This is an optimization exercise on Yosys and OpenROAD, whose aim is small area and a short achievable clock period, not a production implementation.
RTL that was checked went through simulation tests only; none was proved equivalent to the original.

==> flow/design.v <==
`timescale 1ns / 1ps
module RISCuva0 ( clk, reset,
                  progAddress, progData, progReset,
                  dataIn, dataOut,
                  portAddress, portRead, portWrite,
                  intReq, intAck );
    input        clk, reset;
    output [9:0] progAddress;
    input [13:0] progData;
    output       progReset;
    input  [7:0] dataIn;
    output [7:0] dataOut;
    output [7:0] portAddress;
    output       portRead;
    output       portWrite;
    input        intReq;
    output       intAck;
    wire [1:0] opA = progData[13:12];
    wire [1:0] opB = progData[11:10];
    wire [1:0] opC = progData[9:8];
    wire [3:0] rM  = progData[7:4];
    wire [3:0] rN  = progData[3:0];
    wire [9:0] immAddr = progData[9:0];
    wire [7:0] immData = progData[11:4];
    wire MISC = (opA == 2'b00);
    wire JP   = (opA == 2'b01);
    wire LOAD = (opA == 2'b10);
    wire ALU  = (opA == 2'b11);
    wire rets    = MISC & (opB == 2'b10);
    wire onRet   = rets & ~opC[1];               
    wire isRETI  = rets & (opC == 2'b01);
    wire isDI    = rets & (opC == 2'b10);
    wire isEI    = rets & (opC == 2'b11);
    wire isCALL  = MISC & (opB == 2'b00);
    wire writeRF = opA[1];                       
    logic [7:0]  rf [0:15];
    logic [11:0] stackMem [0:15];
    logic [3:0]  SP;
    logic [9:0]  PC;
    logic [7:0]  lastPort;      
    logic        zeroFlag, carryFlag;
    logic        userEI, intAckR, callingIRQ;
    wire [15:0] selN = 16'd1 << rN;
    wire [15:0] selM = 16'd1 << rM;
    wire [7:0] busN, busM;
    RISCuva0_read16 readN (.sel(selN), .d0(rf[0]), .d1(rf[1]), .d2(rf[2]), .d3(rf[3]),
        .d4(rf[4]), .d5(rf[5]), .d6(rf[6]), .d7(rf[7]), .d8(rf[8]), .d9(rf[9]),
        .d10(rf[10]), .d11(rf[11]), .d12(rf[12]), .d13(rf[13]), .d14(rf[14]), .d15(rf[15]), .q(busN));
    RISCuva0_read16 readM (.sel(selM), .d0(rf[0]), .d1(rf[1]), .d2(rf[2]), .d3(rf[3]),
        .d4(rf[4]), .d5(rf[5]), .d6(rf[6]), .d7(rf[7]), .d8(rf[8]), .d9(rf[9]),
        .d10(rf[10]), .d11(rf[11]), .d12(rf[12]), .d13(rf[13]), .d14(rf[14]), .d15(rf[15]), .q(busM));
    assign portRead  = ALU & (opB == 2'b11);
    assign portWrite = MISC & (opB == 2'b11);
    assign dataOut   = busN;
    wire [7:0] nextPort = lastPort + 8'd1;
    assign portAddress = (opC == 2'b00) ? busM :
                         (opC == 2'b01) ? nextPort : {3'b111, progData[8:4]};
    assign intAck = intAckR;
    logic [7:0] logicALU;
    logic       logicCarry;
    always_comb
        case (opC)
            2'b00: begin logicALU = busM;           logicCarry = carryFlag; end
            2'b01: begin logicALU = busN ~^ busM;   logicCarry = carryFlag; end
            2'b10: begin logicALU = busN | busM;    logicCarry = 1'b0;      end
            default: begin logicALU = busN & busM;  logicCarry = 1'b1;      end
        endcase
    wire       isSub = opC[1];
    wire [7:0] altM  = isSub ? ~busM : busM;
    wire       cin   = opC[0] ? (isSub ? ~carryFlag : carryFlag) : isSub;
    wire [7:0] hx = busN ^ altM;
    wire [7:0] ho = busN | altM;
    wire [7:0] g0 = busN & altM;
    wire [7:0] p0 = hx;
    wire [7:0] g1, p1, g2, p2, g3, p3;
    assign g1[0] = g0[0];              assign p1[0] = p0[0];
    assign g1[7:1] = g0[7:1] | (p0[7:1] & g0[6:0]);
    assign p1[7:1] = p0[7:1] & p0[6:0];
    assign g2[1:0] = g1[1:0];          assign p2[1:0] = p1[1:0];
    assign g2[7:2] = g1[7:2] | (p1[7:2] & g1[5:0]);
    assign p2[7:2] = p1[7:2] & p1[5:0];
    assign g3[3:0] = g2[3:0];          assign p3[3:0] = p2[3:0];
    assign g3[7:4] = g2[7:4] | (p2[7:4] & g2[3:0]);
    assign p3[7:4] = p2[7:4] & p2[3:0];
    wire [8:1] c = g3 | (p3 & {8{cin}});
    wire [7:0] arithALU   = hx ^ {c[7:1], cin};
    wire       arithCarry = isSub ? ~c[8] : c[8];
    wire       arithZero = ~(hx[0] ^ cin) & ((hx[7:1] ^ ho[6:0]) == 7'b0);
    logic [7:0] shiftALU;
    logic       shiftCarry;
    always_comb
        case (opC)
            2'b00: {shiftALU, shiftCarry} = {busN[7], busN};
            2'b01: {shiftALU, shiftCarry} = {carryFlag, busN};
            2'b10: {shiftALU, shiftCarry} = {busN[0], busN};
            default: {shiftALU, shiftCarry} = {busN[6:0], busN[7], busN[7]};
        endcase
    logic [7:0] otherRes;
    always_comb
        case ({opA[0], opB})
            3'b100:  otherRes = logicALU;
            3'b110:  otherRes = shiftALU;
            3'b111:  otherRes = dataIn;
            default: otherRes = immData;
        endcase
    wire       isArith  = opA[0] & (opB == 2'b01);
    wire [7:0] dataBus  = isArith ? arithALU  : otherRes;
    wire       dataZero = isArith ? arithZero : (otherRes == 8'h00);
    always @(posedge clk)
        for (int i = 0; i < 16; i++)
            if (reset && i < 2)
                rf[i] <= (i == 1) ? 8'd1 : 8'd0;
            else if (~reset && writeRF && rN == i)
                rf[i] <= dataBus;
    always @(posedge clk)
        if (reset)
            lastPort <= 8'hFF;
        else if (portRead | portWrite)
            lastPort <= portAddress;
    wire mayIRQ   = ~(rets | portWrite | portRead);
    wire validIRQ = intReq & ~intAckR & userEI & mayIRQ;
    always @(posedge clk) begin
        if (reset)     userEI <= 1'b0;
        else if (isDI) userEI <= 1'b0;
        else if (isEI) userEI <= 1'b1;
        if (reset)         intAckR <= 1'b0;
        else if (validIRQ) intAckR <= 1'b1;
        else if (isRETI)   intAckR <= 1'b0;
        if (reset) callingIRQ <= 1'b0;
        else       callingIRQ <= validIRQ;
    end
    wire [3:0]  SPp1     = SP + 4'd1;
    wire [11:0] stackTop;
    wire [15:0] selS = 16'd1 << SP;
    RISCuva0_read16 #(12) readS (.sel(selS), .d0(stackMem[0]), .d1(stackMem[1]), .d2(stackMem[2]),
        .d3(stackMem[3]), .d4(stackMem[4]), .d5(stackMem[5]), .d6(stackMem[6]), .d7(stackMem[7]),
        .d8(stackMem[8]), .d9(stackMem[9]), .d10(stackMem[10]), .d11(stackMem[11]),
        .d12(stackMem[12]), .d13(stackMem[13]), .d14(stackMem[14]), .d15(stackMem[15]), .q(stackTop));
    always @(posedge clk)
        if (isRETI)
            {carryFlag, zeroFlag} <= stackTop[11:10];
        else begin
            if (writeRF)
                zeroFlag <= dataZero;
            if (ALU & (opB != 2'b11))
                carryFlag <= (opB == 2'b00) ? logicCarry :
                             (opB == 2'b10) ? shiftCarry : arithCarry;
        end
    logic validFlag;
    always_comb
        case (opB)
            2'b00: validFlag =  zeroFlag;
            2'b01: validFlag = ~zeroFlag;
            2'b10: validFlag =  carryFlag;
            default: validFlag = ~carryFlag;
        endcase
    wire       onJump = (MISC & ~opB[1]) | (JP & validFlag);
    wire [9:0] incrPC = callingIRQ ? PC : PC + 10'd1;
    wire [9:0] nextPC = onJump ? {immAddr[9:1], immAddr[0] | callingIRQ} :
                        onRet  ? stackTop[9:0] : incrPC;
    always @(posedge clk)
        if (reset) PC <= 10'd0;
        else       PC <= nextPC;
    assign progAddress = nextPC;
    assign progReset   = reset | validIRQ;
    always @(posedge clk)
        if (reset)       SP <= 4'd15;
        else if (isCALL) SP <= SPp1;
        else if (onRet)  SP <= SP - 4'd1;
    always @(posedge clk)
        if (isCALL)
            stackMem[SPp1] <= {carryFlag, zeroFlag, incrPC};
endmodule
module RISCuva0_read16 #(parameter W = 8) (
    input  [15:0]  sel,
    input  [W-1:0] d0, d1, d2, d3, d4, d5, d6, d7, d8, d9, d10, d11, d12, d13, d14, d15,
    output [W-1:0] q);
    assign q = ({W{sel[0]}}  & d0)  | ({W{sel[1]}}  & d1)  | ({W{sel[2]}}  & d2)  | ({W{sel[3]}}  & d3)
             | ({W{sel[4]}}  & d4)  | ({W{sel[5]}}  & d5)  | ({W{sel[6]}}  & d6)  | ({W{sel[7]}}  & d7)
             | ({W{sel[8]}}  & d8)  | ({W{sel[9]}}  & d9)  | ({W{sel[10]}} & d10) | ({W{sel[11]}} & d11)
             | ({W{sel[12]}} & d12) | ({W{sel[13]}} & d13) | ({W{sel[14]}} & d14) | ({W{sel[15]}} & d15);
endmodule
Settings: LEC_CHECK=0, CAP_MARGIN=20, CORE_MARGIN=2, CORE_UTILIZATION=50, CTS_BUF_LIST=sky130_fd_sc_hd__clkbuf_8, CTS_CLUSTER_DIAMETER=50, CTS_CLUSTER_SIZE=16, SETUP_SLACK_MARGIN=2.5, SLEW_MARGIN=20, SYNTH_HIERARCHICAL=1, SYNTH_MINIMUM_KEEP_SIZE=0; clock period 7.0 ns.
standard.sh (not shown) runs the stock make flow with config.mk's settings and CLKGATE_MAP_FILE= SYNTH_SCRIPT=/design/flow/synth_recipe.tcl, a recipe that flattens the netlist after the stock synthesis.
==> flow/flow/run.sh <==
#!/bin/bash
# The standard layout, with plain buf_2 cells as the port buffers instead of
# the delay cells that buffer_ports picks by default. Each tool's output is
# in standard.log and orfs/logs/.
set -euo pipefail
bash standard.sh "BUFFER_PORTS_ARGS=-buffer_cell sky130_fd_sc_hd__buf_2" finish > standard.log 2>&1
Change:
--- a/flow/design.v
+++ b/flow/design.v
@@ -37,27 +37,27 @@
     logic [11:0] stackMem [0:15];
     logic [3:0]  SP;
     logic [9:0]  PC;
     logic [7:0]  lastPort;      
     logic        zeroFlag, carryFlag;
     logic        userEI, intAckR, callingIRQ;
+    wire [7:0] nextPort = lastPort + 8'd1;
+    wire [7:0] otherPort = (opC == 2'b01) ? nextPort : {3'b111, progData[8:4]};
     wire [15:0] selN = 16'd1 << rN;
     wire [15:0] selM = 16'd1 << rM;
     wire [7:0] busN, busM;
     RISCuva0_read16 readN (.sel(selN), .d0(rf[0]), .d1(rf[1]), .d2(rf[2]), .d3(rf[3]),
         .d4(rf[4]), .d5(rf[5]), .d6(rf[6]), .d7(rf[7]), .d8(rf[8]), .d9(rf[9]),
         .d10(rf[10]), .d11(rf[11]), .d12(rf[12]), .d13(rf[13]), .d14(rf[14]), .d15(rf[15]), .q(busN));
-    RISCuva0_read16 readM (.sel(selM), .d0(rf[0]), .d1(rf[1]), .d2(rf[2]), .d3(rf[3]),
+    RISCuva0_read16p readM (.sel(selM), .d0(rf[0]), .d1(rf[1]), .d2(rf[2]), .d3(rf[3]),
         .d4(rf[4]), .d5(rf[5]), .d6(rf[6]), .d7(rf[7]), .d8(rf[8]), .d9(rf[9]),
-        .d10(rf[10]), .d11(rf[11]), .d12(rf[12]), .d13(rf[13]), .d14(rf[14]), .d15(rf[15]), .q(busM));
+        .d10(rf[10]), .d11(rf[11]), .d12(rf[12]), .d13(rf[13]), .d14(rf[14]), .d15(rf[15]), .q(busM),
+        .pass(opC == 2'b00), .other(otherPort), .qp(portAddress));
     assign portRead  = ALU & (opB == 2'b11);
     assign portWrite = MISC & (opB == 2'b11);
     assign dataOut   = busN;
-    wire [7:0] nextPort = lastPort + 8'd1;
-    assign portAddress = (opC == 2'b00) ? busM :
-                         (opC == 2'b01) ? nextPort : {3'b111, progData[8:4]};
     assign intAck = intAckR;
     logic [7:0] logicALU;
     logic       logicCarry;
     always_comb
         case (opC)
             2'b00: begin logicALU = busM;           logicCarry = carryFlag; end
@@ -177,6 +177,19 @@
     output [W-1:0] q);
     assign q = ({W{sel[0]}}  & d0)  | ({W{sel[1]}}  & d1)  | ({W{sel[2]}}  & d2)  | ({W{sel[3]}}  & d3)
              | ({W{sel[4]}}  & d4)  | ({W{sel[5]}}  & d5)  | ({W{sel[6]}}  & d6)  | ({W{sel[7]}}  & d7)
              | ({W{sel[8]}}  & d8)  | ({W{sel[9]}}  & d9)  | ({W{sel[10]}} & d10) | ({W{sel[11]}} & d11)
              | ({W{sel[12]}} & d12) | ({W{sel[13]}} & d13) | ({W{sel[14]}} & d14) | ({W{sel[15]}} & d15);
 endmodule
+module RISCuva0_read16p (
+    input  [15:0] sel,
+    input  [7:0]  d0, d1, d2, d3, d4, d5, d6, d7, d8, d9, d10, d11, d12, d13, d14, d15,
+    input         pass,
+    input  [7:0]  other,
+    output [7:0]  q,
+    output [7:0]  qp);
+    assign q = ({8{sel[0]}}  & d0)  | ({8{sel[1]}}  & d1)  | ({8{sel[2]}}  & d2)  | ({8{sel[3]}}  & d3)
+             | ({8{sel[4]}}  & d4)  | ({8{sel[5]}}  & d5)  | ({8{sel[6]}}  & d6)  | ({8{sel[7]}}  & d7)
+             | ({8{sel[8]}}  & d8)  | ({8{sel[9]}}  & d9)  | ({8{sel[10]}} & d10) | ({8{sel[11]}} & d11)
+             | ({8{sel[12]}} & d12) | ({8{sel[13]}} & d13) | ({8{sel[14]}} & d14) | ({8{sel[15]}} & d15);
+    assign qp = pass ? q : other;
+endmodule
Outcome: Core utilization is higher by 0.64 points. Routed wire length increases by 4.7%. Sequential cell count is unchanged. First-iteration DRC count grows by 7.2%. Final area goes up by 1.6%. Setup slack is better by 0.040 ns. Global-route usage rose by 1.1 points. Clock-buffer cell count grows by 1. Area after synthesis rises by 1.2%. Register-to-register slack is better by 0.05 ns. Non-clock buffer count came out higher by 2. Maximum frequency grows by 0.87%.
Only the layout flow was run in the first run of this note; the RTL was not checked for function there.

## afterwards: timing with drivers on the ports
The results above use ideal ports. As a check the final layouts listed here were re-extracted and re-timed, cells and wires unchanged. Step 1 assumes that a clkbuf_16 drives the clock port and a buf_2 every other input. Step 2 adds t to the input delays and takes it off the output delays; t is the mean of the earliest and latest rising clock arrival at the registers after step 1. Input paths then give back, and output paths get back, about the clock's delay inside the block. Slacks: no drivers / after step 1 / after step 2; pairs: no drivers / after step 1.
run | t, ns | setup WS [ns] | hold slack, ns | latest minus earliest clock arrival (ns) | slew at the worst register clock pin (ns)
the first run | 0.609 | 2.373 / 2.254 / 1.846 | 0.459 / 0.459 / 0.459 | 0.061 / 0.061 | 0.10 / 0.10
the second run | 0.623 | 2.413 / 2.346 / 1.955 | 0.463 / 0.463 / 0.463 | 0.032 / 0.032 | 0.10 / 0.10
After both steps every run listed still meets setup and hold. For the first run, which loses most, drivers alone change the setup slack by -0.119 ns; drivers and shift together by -0.527 ns.
